Source: an optimization exercise on an open RTL-to-GDS flow (aim: small area). Production flows keep margins and buffers that such runs may drop.
Only simulation tests tie the RTL to the original design; equivalence was not proved.

==> flow/design.v (outline; a module is shown in full before it is edited, if it fits) <==
// module dff: 16 lines
// module filter: 927 lines
// module fa: 4 lines
// module ha: 4 lines
module filter #(
    parameter DATA_WIDTH = 16
)
(
    input                               clk,
    input                               rst_n,
    input   signed [DATA_WIDTH-1:0]     FilterIn,
    input                               ValidIn,
    output      signed [32:0]           data_out,
    output                              ValidOut
);
  // ...
==> flow/run.sh <==
#!/bin/bash
# synth_recipe.tcl (not shown) runs the flow's synth.tcl, then flattens the netlist and writes it again
# the make line also repeats each setting of config.mk as NAME=value (left out here)
make -C /OpenROAD-flow-scripts/flow DESIGN_CONFIG=/design/flow/config.mk WORK_HOME=/design/flow/orfs CLKGATE_MAP_FILE= SYNTH_SCRIPT=/design/flow/synth_recipe.tcl finish
==> flow/config.mk <==
export PLATFORM = sky130hd
export DESIGN_NAME = filter
export DESIGN_NICKNAME = filter
export VERILOG_FILES = /design/flow/design.v
export SDC_FILE = /design/flow/constraint.sdc
export NUM_CORES = 4
export LEC_CHECK = 0
export CAP_MARGIN = 20
export CORE_MARGIN = 2
export CORE_UTILIZATION = 65
export CTS_BUF_LIST = sky130_fd_sc_hd__clkbuf_4 sky130_fd_sc_hd__clkbuf_8
export GPL_TIMING_DRIVEN = 0
export SLEW_MARGIN = 20
export SYNTH_HIERARCHICAL = 1
export SYNTH_MINIMUM_KEEP_SIZE = 0
==> flow/constraint.sdc <==
create_clock -name core_clock -period 14.0 [get_ports {clk}]
set_input_delay 2.8000 -clock core_clock [delete_from_list [all_inputs] [get_ports {clk}]]
set_output_delay 2.8000 -clock core_clock [all_outputs]
set_load 0.01 [all_outputs]
==> results.py, run 1 <==
metrics = {
    "timing": {
        "worst-slew-pin-transition_ns": 0.811,
        "hold-worst-slack_ns": 0.381,
        "rsz0062_at_grt": "false",
        "timing.final.crit_period_ns": 12.43,
    },
    "setup_path": {
        "cp.depth": 29,
        "worst_path_dominant_cell_family": "adder cells",
        "critical_path.endpoint": "up_q[22]",
        "arrival_time_at_the_worst_endpoint_ns": 12.93,
        "timing.critical_path.to_type": "flop",
    },
    "global_route": {
        "grt-busiest-layer": "met1",
        "grt_pass1_vias": 12100,
        "met2_usage": 0.431,
        "gr-usage-met3": 0.111,
    },
    "finish": {
        "layout.nets": 1979,
        "layout.clock_buffers": 78,
        "final-instance-count-excl-fill": 1755,
        "layout.cells.largest_class": "multi-input gates",
        "layout.cells.most_common": "sky130_fd_sc_hd__fa_1",
        "postLayoutCellArea_sq_um": 24000,
        "ff_latch_area_sq_um": 7550,
        "multiInputCombCellCount": 721,
        "layout-drive-gt1-share": 0.0960,
    },
    "routing": {
        "dr.pass1.iters": 6,
        "wl_per_cell_um": 27.0,
        "top_signal_layer_used": "met4",
        "vias": 9721,
        "met2_length_mm": 21.4,
        "wl_met3_mm": 4.66,
    },
    "logic_synthesis": {
        "ys_seq_elements": 312,
        "netlist.top_cell.by_area": "sky130_fd_sc_hd__fa_1",
        "yosysMostFrequentCell": "sky130_fd_sc_hd__fa_1",
        "syn_avg_cell_area_sq_um": 18.6,
        "synth.top_cells.by_count": "623 x sky130_fd_sc_hd__fa_1, 261 x sky130_fd_sc_hd__dfrtp_1, 113 x sky130_fd_sc_hd__inv_1",
    },
    "min_path": {
        "whs_path_depth": 0,
        "worst_hold_path.endpoint": "d8[0]",
    },
    "clock_network": {
        "clk_transition_reported_paths_ns": 0.06,
        "htree_levels": 2,
        "post_cts.resized_instances": 0,
    },
    "placement": {
        "port-buffer-count": 52,
    },
    "floorplanning": {
        "core-area_sq_um": 32700,
        "die_x_um": 187,
    },
    "outcome": {
        "outcome": "finished clean",
    },
}
==> run 2, diff against run 1 <==
--- a/flow/config.mk
+++ b/flow/config.mk
@@ -10,3 +10,4 @@
 export CORE_UTILIZATION = 65
-export CTS_BUF_LIST = sky130_fd_sc_hd__clkbuf_4 sky130_fd_sc_hd__clkbuf_8
+export CTS_CLUSTER_DIAMETER = 100
+export CTS_CLUSTER_SIZE = 26
 export GPL_TIMING_DRIVEN = 0
==> run 2 against run 1 <==
Against the previous run: still clean on timing, DRC and antenna; setup slack got worse by 0.00061 ns; clock skew decreased by 0.011 ns; via count decreased by 2.5%; count of clock-buffer cells in the layout decreased by 59; wire length decreased by 2.6%; non-clock buffer count unchanged; utilization decreased by 1.9 points; hold slack improved by 0.0097 ns; fmax about the same; critical path type unchanged; highest routed layer unchanged.
==> results.py, run 2 <==
metrics = {
    "logic_synthesis": {
        "synth_sequential_area_ratio": 0.348,
        "area_share_of_the_largest_cell_type_after_synthesis": 0.576,
        "ys_seq_elements": 312,
        "netlist.top_cell.by_area": "sky130_fd_sc_hd__fa_1",
        "syn_avg_cell_area_sq_um": 18.6,
        "post_synth_edffs": 0,
        "synth.distinct_cells": 21,
        "yosysMostFrequentCell": "sky130_fd_sc_hd__fa_1",
        "synth.top_cells.by_count": "623 x sky130_fd_sc_hd__fa_1, 261 x sky130_fd_sc_hd__dfrtp_1, 113 x sky130_fd_sc_hd__inv_1",
        "synth_area_sq_um": 21700,
        "syn-instance-count": 1167,
        "cell_types_occupying_the_most_area_after_synthesis": "sky130_fd_sc_hd__fa_1 58%, sky130_fd_sc_hd__dfrtp_1 30%, sky130_fd_sc_hd__dfxtp_1 4.7%",
        "yosysWarnings": 7,
        "async_s_r_ff_share_synth": 0.837,
        "synth.net_count": 1872,
        "synth-main-ff-cell": "sky130_fd_sc_hd__dfrtp_1",
    },
    "clock_network": {
        "cts.root.buffer_cell": "sky130_fd_sc_hd__clkbuf_16",
        "cts_num_sinks": 312,
        "cts-buffers-inserted": 17,
        "clock_latency_ns": 0.53,
        "htree_levels": 1,
        "clk_transition_reported_paths_ns": 0.10,
        "post_cts.resized_instances": 0,
        "post_cts_hold_buffer_count": 0,
        "clockBufferDepth": 3,
        "post-cts-setup-buffer-count": 0,
        "cts_tree": "built",
    },
    "floorplanning": {
        "die_x_um": 187,
        "rows": 66,
        "start_util": 0.663,
        "dieArea_sq_um": 34800,
        "core-area_sq_um": 32700,
        "io_pins": 53,
        "dieHeight_um": 187,
    },
    "global_route": {
        "antenna_found_initial": 0,
        "grt_max_degree": 97,
        "grt_pass1_vias": 11800,
        "gr-total-overflow": 0,
        "grt_use_total": 0.293,
        "grt_pass1_wl_mm": 71.4,
    },
    "routing": {
        "final_antenna_net_count": 0,
        "vias": 9478,
        "dr.pass1.iters": 4,
        "drcViolationCount": 0,
        "wl_per_cell_um": 27.3,
        "detailedRoute.firstIterationViolations": 697,
        "via_per_inst": 5.61,
        "drt_wl_total_mm": 46.1,
    },
    "timing": {
        "final_min_period_over_clock_period": 0.888,
        "final-setup-viol-count": 0,
        "hold_viol_final": 0,
        "slew_viol_final": 0,
        "worst-slew-pin-transition_ns": 0.799,
        "max_clock_freq_mhz": 80.4,
        "rsz0062_at_grt": "false",
        "worst_slew_margin": 0.467,
        "finalClockSkew_ns": 0.0272,
        "hold-worst-slack_ns": 0.390,
        "timing.final.crit_period_ns": 12.43,
    },
    "setup_path": {
        "worst-endpoint-required_ns": 14.40,
        "r2r_end": "up_q[22]",
        "arrival_time_at_the_worst_endpoint_ns": 12.83,
        "timing.critical_path.to_type": "flop",
        "timing.reg2reg.setup_slack_ns": 1.57,
        "crit-reg2reg-launch": "d2[0]",
        "timing.critical_path.mode_cell": "sky130_fd_sc_hd__fa_1",
        "crit_path_max_incr_delay_ns": 0.58,
        "cp_slowest_cell": "sky130_fd_sc_hd__fa_1",
        "crit_path_start_kind": "flop",
        "depth_of_the_most_critical_reg_to_reg_path": 29,
        "crit_path_kind": "flop to flop",
        "critical_path.max_fanout": 2,
    },
    "placement": {
        "port-buffer-count": 52,
        "place_area_sq_um": 22800,
        "routabilityCongestion": 0.925,
        "dp_hpwl_mm": 41.0,
    },
    "finish": {
        "postLayoutCellArea_sq_um": 23300,
        "antenna-diode-count": 0,
        "mostFrequentLayoutCells": "623 x sky130_fd_sc_hd__fa_1, 261 x sky130_fd_sc_hd__dfrtp_1, 113 x sky130_fd_sc_hd__inv_1",
        "layout.nets": 1946,
        "utilization": 0.714,
        "largest_register_ff_count": 37,
        "largest-register": "up_q",
        "layout-drive-gt1-share": 0.0465,
        "layout.cells.most_common": "sky130_fd_sc_hd__fa_1",
        "layout_overhead_on_the_synthesized_area_pct": 7.73,
    },
    "outcome": {
        "outcome": "finished clean",
    },
    "min_path": {
        "min_from": "d7[0]",
        "worstHoldPathType": "flop to flop",
        "whs_path_depth": 0,
        "worst_hold_path.endpoint": "d8[0]",
    },
    "run": {
        "drv_cap": 0,
    },
}
## run 2: cell counts after synthesis
No cell type changed its count.
## run 2: layer usage
layer  routed length, um  track usage
met3                4110       0.0893
met5                   0            0
met1               20600        0.469
met2               20800        0.423
met4                 618       0.0406
## run 2: cell type report
cell class,count,area (sq um)
sequential,312,7550
timing repair buffer,55,592
clock inverter,6,92.6
multi-input combinational,721,13600
inverter,113,424
buffer,21,148
fill,2153,9360
tap,442,553
clock buffer,19,433
## run 2: per-stage QoR
stage | setup TNS (ns) | instances | worst slack [ns]
final | 0 | 1689 | 1.57
after global routing | 0 | 1689 | 1.18
after CTS | 0 | 1689 | 1.50
after detailed placement | 0 | 1664 | 1.20
after global placement | -34.35 | 1661 | -0.160
after floorplan | 0 | 1167 | 2.32
## run 2: cells by family (layout without fill, tap and decap cells)
logic type                 Yosys count  in the layout  synth area share
adders and majority gates          686            686             0.612
DFF                                312            312             0.348
buffers and inverters              134            214            0.0264
and+or+nand+nor                     21             21           0.00658
muxes                                9              9           0.00462
AOI/OAI and AO/OA                    4              4           0.00162
xor gates and xnor gates             1              1          0.000404
## run 2: how the worst max path moves through the flow
stage,startpoint,end,slack (ns),depth (start not counted)
CTS,d2[0],up_q[22],1.50,29
global placement,rst_n,d10[15],-0.16,1
finish,d2[0],up_q[22],1.57,29
detailed placement,ValidIn,up_q[22],1.20,24
global route,d2[0],up_q[22],1.18,29
floorplan,ValidIn,up_q[22],2.32,24
## run 2: worst max-delay path: cells and delay by family, from the launching register on
family	cells	cell delay [ns]
adders and majority gates	28	11.83
DFF	1	0.40
buffers and inverters	1	0.07
## run 2: per-module statistics from Yosys, one instance, submodules excluded
module | cell area (sq um) | flops+latches | cells | copies in the design
fa | 20.0 | 0 | 1 | 623
filter | 8440 | 312 | 483 | 1
ha | 12.5 | 0 | 1 | 61
==> run 3, diff against run 2 <==
--- a/flow/config.mk
+++ b/flow/config.mk
@@ -9,5 +9,3 @@
 export CORE_MARGIN = 2
-export CORE_UTILIZATION = 65
-export CTS_CLUSTER_DIAMETER = 100
-export CTS_CLUSTER_SIZE = 26
+export CORE_UTILIZATION = 40
 export GPL_TIMING_DRIVEN = 0
==> run 3 against run 2 <==
Against the previous run: via count decreased by 1.6%; setup slack got worse by 0.036 ns; hold slack got worse by 0.0089 ns; global-route usage decreased by 11 points; non-clock buffer count unchanged; final cell count increased by 17%; critical endpoint unchanged.
==> results.py, run 3 <==
metrics = {
    "outcome": {
        "outcome": "finished clean",
    },
    "clock_network": {
        "htree_levels": 2,
        "cts_tree": "built",
        "cts-buffers-inserted": 35,
        "post_cts.resized_instances": 0,
        "clock_latency_ns": 0.56,
        "cts.root.buffer_cell": "sky130_fd_sc_hd__clkbuf_16",
        "cts_num_sinks": 312,
        "post_cts_hold_buffer_count": 0,
        "clk_transition_reported_paths_ns": 0.07,
        "post-cts-setup-buffer-count": 0,
        "clockBufferDepth": 3,
    },
    "timing": {
        "timing.final.crit_period_ns": 12.47,
        "setup-tns-final_ns": 0,
        "hold-worst-slack_ns": 0.382,
        "final_min_period_over_clock_period": 0.891,
        "worst_slew_margin": 0.489,
        "rsz0062_at_grt": "false",
        "final-setup-viol-count": 0,
        "finalClockSkew_ns": 0.0448,
        "hold_viol_final": 0,
        "max_clock_freq_mhz": 80.2,
        "worst-slew-pin-transition_ns": 0.765,
        "slew_viol_final": 0,
    },
    "finish": {
        "largest_register_ff_count": 37,
        "layout-drive-gt1-share": 0.0724,
        "layout.nets": 1964,
        "layout.cells.most_common": "sky130_fd_sc_hd__fa_1",
        "antenna-diode-count": 0,
        "layout_overhead_on_the_synthesized_area_pct": 12.3,
        "postLayoutCellArea_sq_um": 24300,
        "largest-register": "up_q",
        "mostFrequentLayoutCells": "623 x sky130_fd_sc_hd__fa_1, 261 x sky130_fd_sc_hd__dfrtp_1, 113 x sky130_fd_sc_hd__inv_1",
        "final-instance-count-excl-fill": 1981,
    },
    "floorplanning": {
        "die_x_um": 237,
        "core-area_sq_um": 53700,
        "dieArea_sq_um": 56100,
        "start_util": 0.403,
        "dieHeight_um": 237,
        "io_pins": 53,
        "rows": 85,
    },
    "run": {
        "drv_cap": 0,
    },
    "setup_path": {
        "crit_path_max_incr_delay_ns": 0.58,
        "arrival_time_at_the_worst_endpoint_ns": 12.90,
        "crit_path_start_kind": "flop",
        "critical_path.max_fanout": 2,
        "worst-endpoint-required_ns": 14.43,
        "timing.critical_path.mode_cell": "sky130_fd_sc_hd__fa_1",
        "crit_path_kind": "flop to flop",
        "cp_slowest_cell": "sky130_fd_sc_hd__fa_1",
        "timing.critical_path.to_type": "flop",
    },
    "placement": {
        "routabilityCongestion": 0.891,
        "port-buffer-count": 52,
        "post-place-cells": 1918,
        "place_area_sq_um": 23100,
        "dp_hpwl_mm": 41.9,
    },
    "global_route": {
        "gr-usage-met3": 0.0357,
        "grt_pass1_wl_mm": 72.0,
        "grt_use_total": 0.182,
        "antenna_found_initial": 0,
        "met2_usage": 0.282,
        "grt-busiest-layer": "met2",
        "grt_max_degree": 111,
        "gr-total-overflow": 0,
        "grtUsageMet1": 0.271,
        "grt_pass1_vias": 11900,
    },
    "logic_synthesis": {
        "yosysWarnings": 7,
        "synth-main-ff-cell": "sky130_fd_sc_hd__dfrtp_1",
        "ys_seq_elements": 312,
        "cell_types_occupying_the_most_area_after_synthesis": "sky130_fd_sc_hd__fa_1 58%, sky130_fd_sc_hd__dfrtp_1 30%, sky130_fd_sc_hd__dfxtp_1 4.7%",
        "synth.top_cells.by_count": "623 x sky130_fd_sc_hd__fa_1, 261 x sky130_fd_sc_hd__dfrtp_1, 113 x sky130_fd_sc_hd__inv_1",
        "area_share_of_the_largest_cell_type_after_synthesis": 0.576,
        "synth_area_sq_um": 21700,
        "synth.distinct_cells": 21,
        "async_s_r_ff_share_synth": 0.837,
        "synth_sequential_area_ratio": 0.348,
        "synth.net_count": 1872,
        "yosysMostFrequentCell": "sky130_fd_sc_hd__fa_1",
        "post_synth_edffs": 0,
        "netlist.top_cell.by_area": "sky130_fd_sc_hd__fa_1",
        "syn_avg_cell_area_sq_um": 18.6,
        "syn-instance-count": 1167,
    },
    "routing": {
        "drt_wl_total_mm": 47.4,
        "dr.pass1.iters": 4,
        "wl_per_cell_um": 23.9,
        "via_per_inst": 4.71,
        "vias": 9327,
        "final_antenna_net_count": 0,
        "drcViolationCount": 0,
        "detailedRoute.firstIterationViolations": 655,
    },
    "min_path": {
        "worstHoldPathType": "flop to flop",
    },
}
run 3: cell count changes in the layout (fill, tap and decap cells not counted):
cell	change
sky130_fd_sc_hd__buf_6	-1
sky130_fd_sc_hd__clkbuf_8	+8
sky130_fd_sc_hd__inv_16	-1
sky130_fd_sc_hd__inv_12	-1
sky130_fd_sc_hd__clkinv_4	+1
sky130_fd_sc_hd__inv_6	+2
sky130_fd_sc_hd__clkbuf_1	+3
sky130_fd_sc_hd__buf_8	+1
sky130_fd_sc_hd__clkbuf_16	+18
sky130_fd_sc_hd__clkinv_2	+4
sky130_fd_sc_hd__clkinvlp_4	+1
sky130_fd_sc_hd__bufinv_16	+3
run 3: cell families (layout without fill, tap and decap cells):
group,Yosys count,count (layout),share of synthesized area
fa+ha+maj,686,686,0.612
compound gates,4,4,0.00162
flops,312,312,0.348
xor+xnor,1,1,0.000404
mux,9,9,0.00462
buf+inv,134,252,0.0264
simple gates,21,21,0.00658
run 3: cell type report:
class / count / area, sq um
fillers: 4604 / 29400
multi-input cells: 721 / 13600
flip-flops and latches: 312 / 7550
clock buffers: 48 / 1000
well taps: 696 / 871
repair buffers: 55 / 596
inverters: 113 / 424
clock inverters: 15 / 200
plain buffers: 21 / 148
run 3: modules after synthesis (local to each module, per instance):
module / flops+latches / area, sq um / cells / copies in the design
ha: 0 / 12.5 / 1 / 61
filter: 312 / 8440 / 483 / 1
fa: 0 / 20.0 / 1 / 623
run 3: routing by layer:
| layer | up-vias | share of wire |
|---|---|---|
| met5 | - | 0 |
| met4 | 0 | 0.014 |
| met3 | 39 | 0.066 |
| met2 | 176 | 0.48 |
| met1 | 5421 | 0.44 |
| li1 | 3691 | - |
run 3: final timing paths:
kind,slack [ns],end,start,depth (start not counted)
max in group asynchronous,10.46,d1[13],rst_n,3
min,0.38,d4[0],d3[0],0
min in group asynchronous,2.14,d3[0],rst_n,1
min reg2reg,0.38,d4[0],d3[0],0
max,1.53,up_q[22],d2[0],29
max reg2reg,1.53,up_q[22],d2[0],29
run 3: through the flow:
| step | utilization | worst slack, ns |
|---|---|---|
| global placement | 0.429 | -0.0549 |
| CTS | 0.453 | 1.43 |
| floorplan | - | 2.32 |
| global route | 0.453 | 1.20 |
| detailed placement | 0.431 | 0.885 |
| finish | 0.453 | 1.53 |
run 3: critical path: cells and delay by family, from the launching register on:
| family | cells | cell delay, ns |
|---|---|---|
| DFF | 1 | 0.40 |
| buffers and inverters | 1 | 0.06 |
| adders and majority gates | 28 | 11.87 |

==> afterwards: timing with drivers on the ports <==
Ports are ideal in the flow. The routed layouts listed here were re-timed in OpenROAD. Step 1: set_driving_cell puts a clkbuf_16 on clk and a buf_2 on each other input, an assumption about the parent block. Step 2 moves the port delays by t, midway between the first and last clock arrival at a register: inputs arrive t later, outputs are due t later. That takes back most of the time a late clock gives input paths. a / b / c = ideal / step 1 / step 2; a / b = the first two.
| run | shift t [ns] | slack for setup (ns) | worst data-port slew with drivers (ns) | cell pins on the clock port's net |
|---|---|---|---|---|
| run 1 | 0.679 | 1.569 / 1.569 / 1.267 | 0.05 | 1 |
| run 2 | 0.568 | 1.569 / 1.569 / 1.237 | 0.05 | 1 |
| run 3 | 0.594 | 1.533 / 1.533 / 1.027 | 0.05 | 1 |
After both steps setup and hold are still met in every run listed. For run 3, which loses most, drivers alone change the setup slack by 0.000 ns; drivers and shift together by -0.506 ns.
